Context: an optimization exercise on an open-source flow, tuned for small area, a short achievable clock period and few clock cycles. The choices shown serve that exercise and are no tape-out recipe.
The RTL was checked by simulation tests, not by an equivalence proof against the original design.
No activity file was given, so power comes from the tool's default toggle rates.

==> inputs of run a <==
==> flow/design.v <==
module ram(
input wire clock,
input wire reset,
input wire we,             
input wire [5:0] wa,       
input wire [31:0] wd,      
input wire ext_we,         
input wire [5:0] ra,       
input wire [63:0] rsel,    
output wire [31:0] rd,     
output wire rvalid,        
output wire wvalid,        
output wire wnext          
);
reg [31:0] mem [0:63];
reg [6:0] hw;
always @(posedge clock) begin
    if (we) mem[wa] <= wd;
end
always @(posedge clock) begin
    if (reset) hw <= 7'd0;
    else if (ext_we & wnext) hw <= hw + 7'd1;
end
wire [63:0] wl = rsel;
reg [31:0] rdo;
integer i;
always @(*) begin
    rdo = 32'b0;
    for (i = 0; i < 64; i = i + 1)
        rdo = rdo | ({32{wl[i]}} & mem[i]);
end
assign rd = rdo;
assign rvalid = {1'b0, ra} < hw;
assign wvalid = {1'b0, wa} < hw;
assign wnext = {1'b0, wa} == hw;
endmodule
module alu(
input [31:0] aluA,
input [31:0] aluB,
input [15:0] valC,
input op_irm,
input op_add,
input op_sub,
input op_and,
output [31:0] valE
);
wire [31:0] sum = aluA + (op_sub ? ~aluB : aluB) + {31'b0, op_sub};
assign valE = op_irm ? {16'b0, valC} :
              (op_add | op_sub) ? sum :
              op_and ? (aluA & aluB) :
              (aluA ^ aluB);
endmodule
module regfile(
    input wire clock,
    input wire clr,
    input wire [5:0] we,        
    input wire [31:0] wd,
    input wire [5:0] selA,      
    input wire [5:0] selB,
    output wire [31:0] valA,
    output wire [31:0] valB,
    output reg [31:0] r0,
    output reg [31:0] r1,
    output reg [31:0] r2,
    output reg [31:0] r3,
    output reg [31:0] r4,
    output reg [31:0] r5
);
always @(posedge clock) begin
    if (clr) begin
        r0 <= 0; r1 <= 0; r2 <= 0; r3 <= 0; r4 <= 0; r5 <= 0;
    end
    else begin
        if (we[0]) r0 <= wd;
        if (we[1]) r1 <= wd;
        if (we[2]) r2 <= wd;
        if (we[3]) r3 <= wd;
        if (we[4]) r4 <= wd;
        if (we[5]) r5 <= wd;
    end
end
assign valA = ({32{selA[0]}} & r0) | ({32{selA[1]}} & r1) | ({32{selA[2]}} & r2) |
              ({32{selA[3]}} & r3) | ({32{selA[4]}} & r4) | ({32{selA[5]}} & r5);
assign valB = ({32{selB[0]}} & r0) | ({32{selB[1]}} & r1) | ({32{selB[2]}} & r2) |
              ({32{selB[3]}} & r3) | ({32{selB[4]}} & r4) | ({32{selB[5]}} & r5);
endmodule
module lsu #(parameter K = 4) (
input clock,
input clr,                  
input st_req,               
input [5:0] st_a,
input [31:0] st_d,
output st_stall,            
input drain_en,             
output drain_v,
output [5:0] drain_a,
output [31:0] drain_d,
input [5:0] ld_a,           
output ld_hit,
output [31:0] ld_d
);
reg [K-1:0] v;
reg [5:0] a [0:K-1];
reg [31:0] d [0:K-1];
assign st_stall = st_req & v[K-1];
wire st_go = st_req & ~v[K-1];
wire [K-1:0] drn1 = v & ~{1'b0, v[K-1:1]};
wire [K-1:0] drained = {K{drain_en}} & drn1;
wire [K-1:0] v_dr = v & ~drained;
integer i;
always @(posedge clock) begin
    if (clr) v <= {K{1'b0}};
    else if (st_go) v <= {v_dr[K-2:0], 1'b1};
    else v <= v_dr;
    if (st_go) begin
        a[0] <= st_a;
        d[0] <= st_d;
        for (i = 1; i < K; i = i + 1) begin
            a[i] <= a[i-1];
            d[i] <= d[i-1];
        end
    end
end
wire [K-1:0] ld_m;
genvar j;
generate for (j = 0; j < K; j = j + 1) begin : g
    assign ld_m[j] = v[j] & (a[j] == ld_a);
end endgenerate
reg [5:0] da;
reg [31:0] dd, ldd;
reg found;
integer k;
always @(*) begin
    da = 6'b0; dd = 32'b0;
    for (k = 0; k < K; k = k + 1) begin
        da = da | ({6{drn1[k]}} & a[k]);
        dd = dd | ({32{drn1[k]}} & d[k]);
    end
    ldd = 32'b0; found = 1'b0;
    for (k = 0; k < K; k = k + 1) begin
        if (ld_m[k] & ~found) begin
            ldd = d[k];
            found = 1'b1;
        end
    end
end
assign drain_v = |v;
assign drain_a = da;
assign drain_d = dd;
assign ld_hit = |ld_m;
assign ld_d = ldd;
endmodule
module processor(
    input wire clock,
    input wire reset,           
    input wire[8:0] addr,       
    input wire wEn,             
    input wire[31:0] wDat,      
    input wire working,
    output [31:0] r0,
    output [31:0] r1,
    output [31:0] r2,
    output [31:0] r3,
    output [31:0] r4,
    output [31:0] r5,
    output reg halted
);
    localparam SPEC = 1;        
    wire run_en = SPEC ? 1'b1 : working;
    reg [5:0] pc;
    reg wr_v, wr_ext;
    reg [5:0] wr_a;
    reg [31:0] wr_d;
    reg ir_v;
    reg op_irm, op_add, op_sub, op_and, op_xor, op_lw, op_sw, op_halt;
    reg [5:0] ra_oh, rb_oh;
    reg [15:0] valC;
    reg m_act;
    reg [5:0] lw_addr;
    reg [5:0] lw_dst;
    wire drain_v;
    wire [5:0] drain_a;
    wire [31:0] drain_d;
    wire [5:0] mem_ra = m_act ? lw_addr : pc;
    reg [63:0] rsel;            
    wire [31:0] rd;
    wire rvalid, wvalid, wnext;
    ram inst_ram(
        .clock(clock), .reset(reset),
        .we(wr_v), .wa(wr_a), .wd(wr_d), .ext_we(wr_v & wr_ext),
        .ra(mem_ra), .rsel(rsel), .rd(rd), .rvalid(rvalid), .wvalid(wvalid), .wnext(wnext)
    );
    wire restart = wr_v & wr_ext & wvalid;
    reg reset_r, working_r;
    always @(posedge clock) begin
        reset_r <= reset;
        working_r <= working & ~reset;
    end
    wire clr = reset_r | restart;
    wire wr_hit_ld = wr_v & (wr_a == lw_addr);
    wire wr_hit_pc = wr_v & (wr_a == pc);
    always @(posedge clock) begin
        if (reset) wr_v <= 1'b0;
        else if (~working) wr_v <= wEn;
        else wr_v <= drain_v & ~restart;
        wr_ext <= ~working;
        wr_a <= working ? drain_a : addr[5:0];
        wr_d <= working ? drain_d : wDat;
    end
    wire [31:0] valA, valB;
    wire [5:0] rf_we;
    wire [31:0] rf_wd;
    regfile inst_regfile(
        .clock(clock), .clr(clr), .we(rf_we), .wd(rf_wd),
        .selA(ra_oh), .selB(rb_oh), .valA(valA), .valB(valB),
        .r0(r0), .r1(r1), .r2(r2), .r3(r3), .r4(r4), .r5(r5)
    );
    wire [31:0] valE;
    alu inst_alu(
        .aluA(valA), .aluB(valB), .valC(valC),
        .op_irm(op_irm), .op_add(op_add), .op_sub(op_sub), .op_and(op_and),
        .valE(valE)
    );
    wire [5:0] ea = valB[5:0] + valC[5:0];      
    wire e_act = ir_v & ~m_act & run_en;
    wire st_stall;
    wire e_go = e_act & ~op_halt & ~st_stall;
    wire e_wb = op_irm | op_add | op_sub | op_and | op_xor;
    wire [5:0] e_dst = op_irm ? rb_oh : ra_oh;
    wire ld_hit;
    wire [31:0] ld_d;
    lsu #(.K(4)) inst_lsu(
        .clock(clock), .clr(clr),
        .st_req(e_act & op_sw), .st_a(ea), .st_d(valA), .st_stall(st_stall),
        .drain_en(working & ~restart), .drain_v(drain_v), .drain_a(drain_a), .drain_d(drain_d),
        .ld_a(lw_addr), .ld_hit(ld_hit), .ld_d(ld_d)
    );
    wire wr_ok = wr_hit_ld & (~wr_ext | wnext | working_r);
    wire m_go = m_act & (ld_hit | wr_ok | (rvalid & ~wr_hit_ld) | working_r);
    assign rf_we = m_act ? ({6{m_go}} & lw_dst) : ({6{e_go & e_wb}} & e_dst);
    assign rf_wd = m_act ? (ld_hit ? ld_d : wr_hit_ld ? wr_d : rd) : valE;
    wire f_halt;
    wire f_go = ~m_act & run_en & (~ir_v | e_go) & (rvalid | working_r) & ~wr_hit_pc;
    always @(posedge clock) begin
        if (clr) begin
            pc <= 6'd0;
            ir_v <= 1'b0;
            m_act <= 1'b0;
        end
        else begin
            if (f_go) begin
                pc <= pc + 6'd1;
                ir_v <= 1'b1;
            end
            else if (e_go)
                ir_v <= 1'b0;
            if (e_go & op_lw)
                m_act <= 1'b1;
            else if (m_go)
                m_act <= 1'b0;
        end
    end
    assign f_halt = f_go & (rd == 32'h0) & (~ir_v | ~op_lw);
    wire [63:0] dec_pc = 64'b1 << pc;
    wire [63:0] dec_ea = 64'b1 << ea;
    always @(posedge clock) begin
        if (f_go) begin
            op_irm  <= (rd[31:24] == 8'h10);
            op_add  <= (rd[31:24] == 8'h20);
            op_sub  <= (rd[31:24] == 8'h21);
            op_and  <= (rd[31:24] == 8'h32);
            op_xor  <= (rd[31:24] == 8'h33);
            op_lw   <= (rd[31:24] == 8'h40);
            op_sw   <= (rd[31:24] == 8'h41);
            op_halt <= (rd == 32'h0);
            ra_oh   <= 6'b1 << rd[23:20];
            rb_oh   <= 6'b1 << rd[19:16];
            valC    <= rd[15:0];
        end
        if (clr) rsel <= 64'b1;
        else if (e_go & op_lw) rsel <= dec_ea;
        else if (m_act & ~m_go) rsel <= rsel;
        else if (f_go) rsel <= {dec_pc[62:0], dec_pc[63]};
        else rsel <= dec_pc;
        if (e_go & op_lw) begin
            lw_addr <= ea;
            lw_dst <= ra_oh;
        end
    end
    always @(posedge clock) begin
        if (reset) halted <= 1'b0;
        else if (working & ~restart & ~reset_r & ((e_act & op_halt) | f_halt)) halted <= 1'b1;
    end
endmodule
==> flow/flow/run.sh <==
#!/bin/bash
# Own flow: the standard layout (standard.sh, ORFS unchanged, standard synthesis),
# with a larger setup-slack target for ORFS's timing repair and clock tree
# synthesis without dummy loads. Each run's full output goes to a log file here.
set -euo pipefail
bash standard.sh \
  SETUP_SLACK_MARGIN=6.5 \
  "CTS_ARGS=-sink_clustering_enable -repair_clock_nets -sink_clustering_size 30 -sink_clustering_max_diameter 80 -dont_use_dummy_load" \
  finish > flow_finish.log 2>&1
==> flow/standard.sh <==
#!/bin/bash
# synth_recipe.tcl (not shown) runs the flow's synth.tcl, then flattens the netlist and writes it again
# the make line also repeats each setting of config.mk as NAME=value (left out here)
make -C /OpenROAD-flow-scripts/flow DESIGN_CONFIG=/design/flow/config.mk WORK_HOME=/design/flow/orfs CLKGATE_MAP_FILE= SYNTH_SCRIPT=/design/flow/synth_recipe.tcl "${@:-finish}"
==> flow/config.mk <==
export PLATFORM = sky130hd
export DESIGN_NAME = processor
export DESIGN_NICKNAME = processor
export VERILOG_FILES = /design/flow/design.v
export SDC_FILE = /design/flow/constraint.sdc
export NUM_CORES = 4
export LEC_CHECK = 0
export ABC_CLOCK_PERIOD_IN_PS = 3500
export CAP_MARGIN = 20
export CORE_MARGIN = 2
export CORE_UTILIZATION = 40
export CTS_CLUSTER_DIAMETER = 80
export CTS_CLUSTER_SIZE = 30
export SLEW_MARGIN = 20
==> flow/constraint.sdc <==
create_clock -name core_clock -period 10.0 [get_ports {clock}]
set_input_delay 2.0000 -clock core_clock [delete_from_list [all_inputs] [get_ports {clock}]]
set_output_delay 2.0000 -clock core_clock [all_outputs]
set_load 0.01 [all_outputs]
==> run b: changes against run a <==
--- a/flow/design.v
+++ b/flow/design.v
@@ -8,10 +8,8 @@
 input wire [5:0] ra,       
-input wire [63:0] rsel,    
 output wire [31:0] rd,     
 output wire rvalid,        
-output wire wvalid,        
-output wire wnext          
+output wire wvalid         
 );
 reg [31:0] mem [0:63];
-reg [6:0] hw;
+reg [63:0] valid;
 always @(posedge clock) begin
@@ -20,17 +18,8 @@
 always @(posedge clock) begin
-    if (reset) hw <= 7'd0;
-    else if (ext_we & wnext) hw <= hw + 7'd1;
-end
-wire [63:0] wl = rsel;
-reg [31:0] rdo;
-integer i;
-always @(*) begin
-    rdo = 32'b0;
-    for (i = 0; i < 64; i = i + 1)
-        rdo = rdo | ({32{wl[i]}} & mem[i]);
-end
-assign rd = rdo;
-assign rvalid = {1'b0, ra} < hw;
-assign wvalid = {1'b0, wa} < hw;
-assign wnext = {1'b0, wa} == hw;
+    if (reset) valid <= 64'b0;
+    else if (ext_we) valid[wa] <= 1'b1;
+end
+assign rd = mem[ra];
+assign rvalid = valid[ra];
+assign wvalid = valid[wa];
 endmodule
@@ -104,42 +93,38 @@
 reg [31:0] d [0:K-1];
-assign st_stall = st_req & v[K-1];
-wire st_go = st_req & ~v[K-1];
-wire [K-1:0] drn1 = v & ~{1'b0, v[K-1:1]};
-wire [K-1:0] drained = {K{drain_en}} & drn1;
-wire [K-1:0] v_dr = v & ~drained;
-integer i;
-always @(posedge clock) begin
-    if (clr) v <= {K{1'b0}};
-    else if (st_go) v <= {v_dr[K-2:0], 1'b1};
-    else v <= v_dr;
-    if (st_go) begin
-        a[0] <= st_a;
-        d[0] <= st_d;
-        for (i = 1; i < K; i = i + 1) begin
-            a[i] <= a[i-1];
-            d[i] <= d[i-1];
-        end
-    end
-end
-wire [K-1:0] ld_m;
+wire [K-1:0] st_m, ld_m, free1, drn1;
 genvar j;
 generate for (j = 0; j < K; j = j + 1) begin : g
+    assign st_m[j] = v[j] & (a[j] == st_a);
     assign ld_m[j] = v[j] & (a[j] == ld_a);
+    if (j == 0) begin : f0
+        assign free1[j] = ~v[j];
+        assign drn1[j] = v[j];
+    end else begin : fn
+        assign free1[j] = ~v[j] & (&v[j-1:0]);
+        assign drn1[j] = v[j] & ~(|v[j-1:0]);
+    end
 end endgenerate
+wire any_m = |st_m;
+wire [K-1:0] wr = {K{st_req}} & (any_m ? st_m : free1);
+assign st_stall = st_req & ~any_m & (&v);
+integer i;
+always @(posedge clock) begin
+    for (i = 0; i < K; i = i + 1) begin
+        if (clr) v[i] <= 1'b0;
+        else if (wr[i]) v[i] <= 1'b1;
+        else if (drain_en & drn1[i]) v[i] <= 1'b0;
+        if (wr[i]) begin
+            a[i] <= st_a;
+            d[i] <= st_d;
+        end
+    end
+end
 reg [5:0] da;
 reg [31:0] dd, ldd;
-reg found;
-integer k;
 always @(*) begin
-    da = 6'b0; dd = 32'b0;
-    for (k = 0; k < K; k = k + 1) begin
-        da = da | ({6{drn1[k]}} & a[k]);
-        dd = dd | ({32{drn1[k]}} & d[k]);
-    end
-    ldd = 32'b0; found = 1'b0;
-    for (k = 0; k < K; k = k + 1) begin
-        if (ld_m[k] & ~found) begin
-            ldd = d[k];
-            found = 1'b1;
-        end
+    da = 6'b0; dd = 32'b0; ldd = 32'b0;
+    for (i = 0; i < K; i = i + 1) begin
+        da = da | ({6{drn1[i]}} & a[i]);
+        dd = dd | ({32{drn1[i]}} & d[i]);
+        ldd = ldd | ({32{ld_m[i]}} & d[i]);
     end
@@ -170,5 +155,3 @@
     reg [5:0] pc;
-    reg wr_v, wr_ext;
-    reg [5:0] wr_a;
-    reg [31:0] wr_d;
+    reg restart;
     reg ir_v;
@@ -180,2 +163,4 @@
     reg [5:0] lw_dst;
+    wire clr = reset | restart;
+    wire ext_we = wEn & ~working;
     wire drain_v;
@@ -183,28 +168,13 @@
     wire [31:0] drain_d;
+    wire mem_we = working ? (drain_v & ~restart) : wEn;
+    wire [5:0] mem_wa = working ? drain_a : addr[5:0];
+    wire [31:0] mem_wd = working ? drain_d : wDat;
     wire [5:0] mem_ra = m_act ? lw_addr : pc;
-    reg [63:0] rsel;            
     wire [31:0] rd;
-    wire rvalid, wvalid, wnext;
+    wire rvalid, wvalid;
     ram inst_ram(
         .clock(clock), .reset(reset),
-        .we(wr_v), .wa(wr_a), .wd(wr_d), .ext_we(wr_v & wr_ext),
-        .ra(mem_ra), .rsel(rsel), .rd(rd), .rvalid(rvalid), .wvalid(wvalid), .wnext(wnext)
-    );
-    wire restart = wr_v & wr_ext & wvalid;
-    reg reset_r, working_r;
-    always @(posedge clock) begin
-        reset_r <= reset;
-        working_r <= working & ~reset;
-    end
-    wire clr = reset_r | restart;
-    wire wr_hit_ld = wr_v & (wr_a == lw_addr);
-    wire wr_hit_pc = wr_v & (wr_a == pc);
-    always @(posedge clock) begin
-        if (reset) wr_v <= 1'b0;
-        else if (~working) wr_v <= wEn;
-        else wr_v <= drain_v & ~restart;
-        wr_ext <= ~working;
-        wr_a <= working ? drain_a : addr[5:0];
-        wr_d <= working ? drain_d : wDat;
-    end
+        .we(mem_we), .wa(mem_wa), .wd(mem_wd), .ext_we(ext_we),
+        .ra(mem_ra), .rd(rd), .rvalid(rvalid), .wvalid(wvalid)
+    );
     wire [31:0] valA, valB;
@@ -237,8 +207,6 @@
     );
-    wire wr_ok = wr_hit_ld & (~wr_ext | wnext | working_r);
-    wire m_go = m_act & (ld_hit | wr_ok | (rvalid & ~wr_hit_ld) | working_r);
+    wire m_go = m_act & (ld_hit | rvalid | working);
     assign rf_we = m_act ? ({6{m_go}} & lw_dst) : ({6{e_go & e_wb}} & e_dst);
-    assign rf_wd = m_act ? (ld_hit ? ld_d : wr_hit_ld ? wr_d : rd) : valE;
-    wire f_halt;
-    wire f_go = ~m_act & run_en & (~ir_v | e_go) & (rvalid | working_r) & ~wr_hit_pc;
+    assign rf_wd = m_act ? (ld_hit ? ld_d : rd) : valE;
+    wire f_go = ~m_act & run_en & (~ir_v | e_go) & (rvalid | working);
     always @(posedge clock) begin
@@ -262,5 +230,2 @@
     end
-    assign f_halt = f_go & (rd == 32'h0) & (~ir_v | ~op_lw);
-    wire [63:0] dec_pc = 64'b1 << pc;
-    wire [63:0] dec_ea = 64'b1 << ea;
     always @(posedge clock) begin
@@ -279,7 +244,2 @@
         end
-        if (clr) rsel <= 64'b1;
-        else if (e_go & op_lw) rsel <= dec_ea;
-        else if (m_act & ~m_go) rsel <= rsel;
-        else if (f_go) rsel <= {dec_pc[62:0], dec_pc[63]};
-        else rsel <= dec_pc;
         if (e_go & op_lw) begin
@@ -290,5 +250,9 @@
     always @(posedge clock) begin
+        if (reset) restart <= 1'b0;
+        else restart <= ext_we & wvalid;
+    end
+    always @(posedge clock) begin
         if (reset) halted <= 1'b0;
-        else if (working & ~restart & ~reset_r & ((e_act & op_halt) | f_halt)) halted <= 1'b1;
-    end
-endmodule
+        else if (working & ~restart & e_act & op_halt) halted <= 1'b1;
+    end
+endmodule
==> flow/run.sh (new file) <==
#!/bin/bash
# synth_recipe.tcl (not shown) runs the flow's synth.tcl, then flattens the netlist and writes it again
# the make line also repeats each setting of config.mk as NAME=value (left out here)
make -C /OpenROAD-flow-scripts/flow DESIGN_CONFIG=/design/flow/config.mk WORK_HOME=/design/flow/orfs CLKGATE_MAP_FILE= SYNTH_SCRIPT=/design/flow/synth_recipe.tcl finish
ABC_CLOCK_PERIOD_IN_PS = not set   (was 3500)
CTS_CLUSTER_DIAMETER = not set   (was 80)
CTS_CLUSTER_SIZE = not set   (was 30)
removed: flow/flow/run.sh
removed: flow/standard.sh
==> summary.txt <==
Run b went through all stages and came out clean. Run a completed with no timing, DRC or antenna violations. Of run b and run a, run b has the higher clock power (gap 83%, measured against run a). Of run b and run a, run a has the higher sequential power (gap about 9%, measured against run a). Between run a and run b, the lower routed wire length is in run b (gap about 17%, measured against run b). Critical path depth: run b is lower than run a (9). Global-route usage: run b is lower than run a (6.8 points). Of run a and run b, run a has the higher core utilization (gap 1.1 points). In run b the combinational power is smaller than in run a, by 38%. Between run b and run a, the lower die area is in run a (gap about 9%, measured against run a). Against run b, the final area of run a is smaller by about 7%.
Testbench counts of run a, summed over its fixed seeds: cycles 11,458.
Testbench counts of run b, summed over its fixed seeds: cycles 11,518.

## static timing again, ports no longer ideal
The flow's constraints put no driver on any port. The routed layouts listed below were extracted and timed again, unchanged, in two steps.
Step 1 (the two cells are an assumption about what drives the block):
set clk [get_ports {clock}]
set_driving_cell -lib_cell sky130_fd_sc_hd__clkbuf_16 $clk
set_driving_cell -lib_cell sky130_fd_sc_hd__buf_2 [delete_from_list [all_inputs] $clk]
Step 2 adds t to the input delays and takes it off the output delays; t is the mean of the earliest and latest rising clock arrival at the registers after step 1. Input paths then give back, and output paths get back, about the clock's delay inside the block.
Three values: ideal ports, drivers, drivers and shift; two values: the first two.
run | t, ns | setup WS [ns] | worst setup path after step 2 | latest minus earliest clock arrival (ns)
run a | 0.921 | 5.976 / 5.976 / 5.976 | register to register | 0.125 / 0.125
run b | 1.018 | 3.563 / 3.563 / 3.563 | register to register | 0.091 / 0.091
After both steps setup and hold are still met in every run listed.
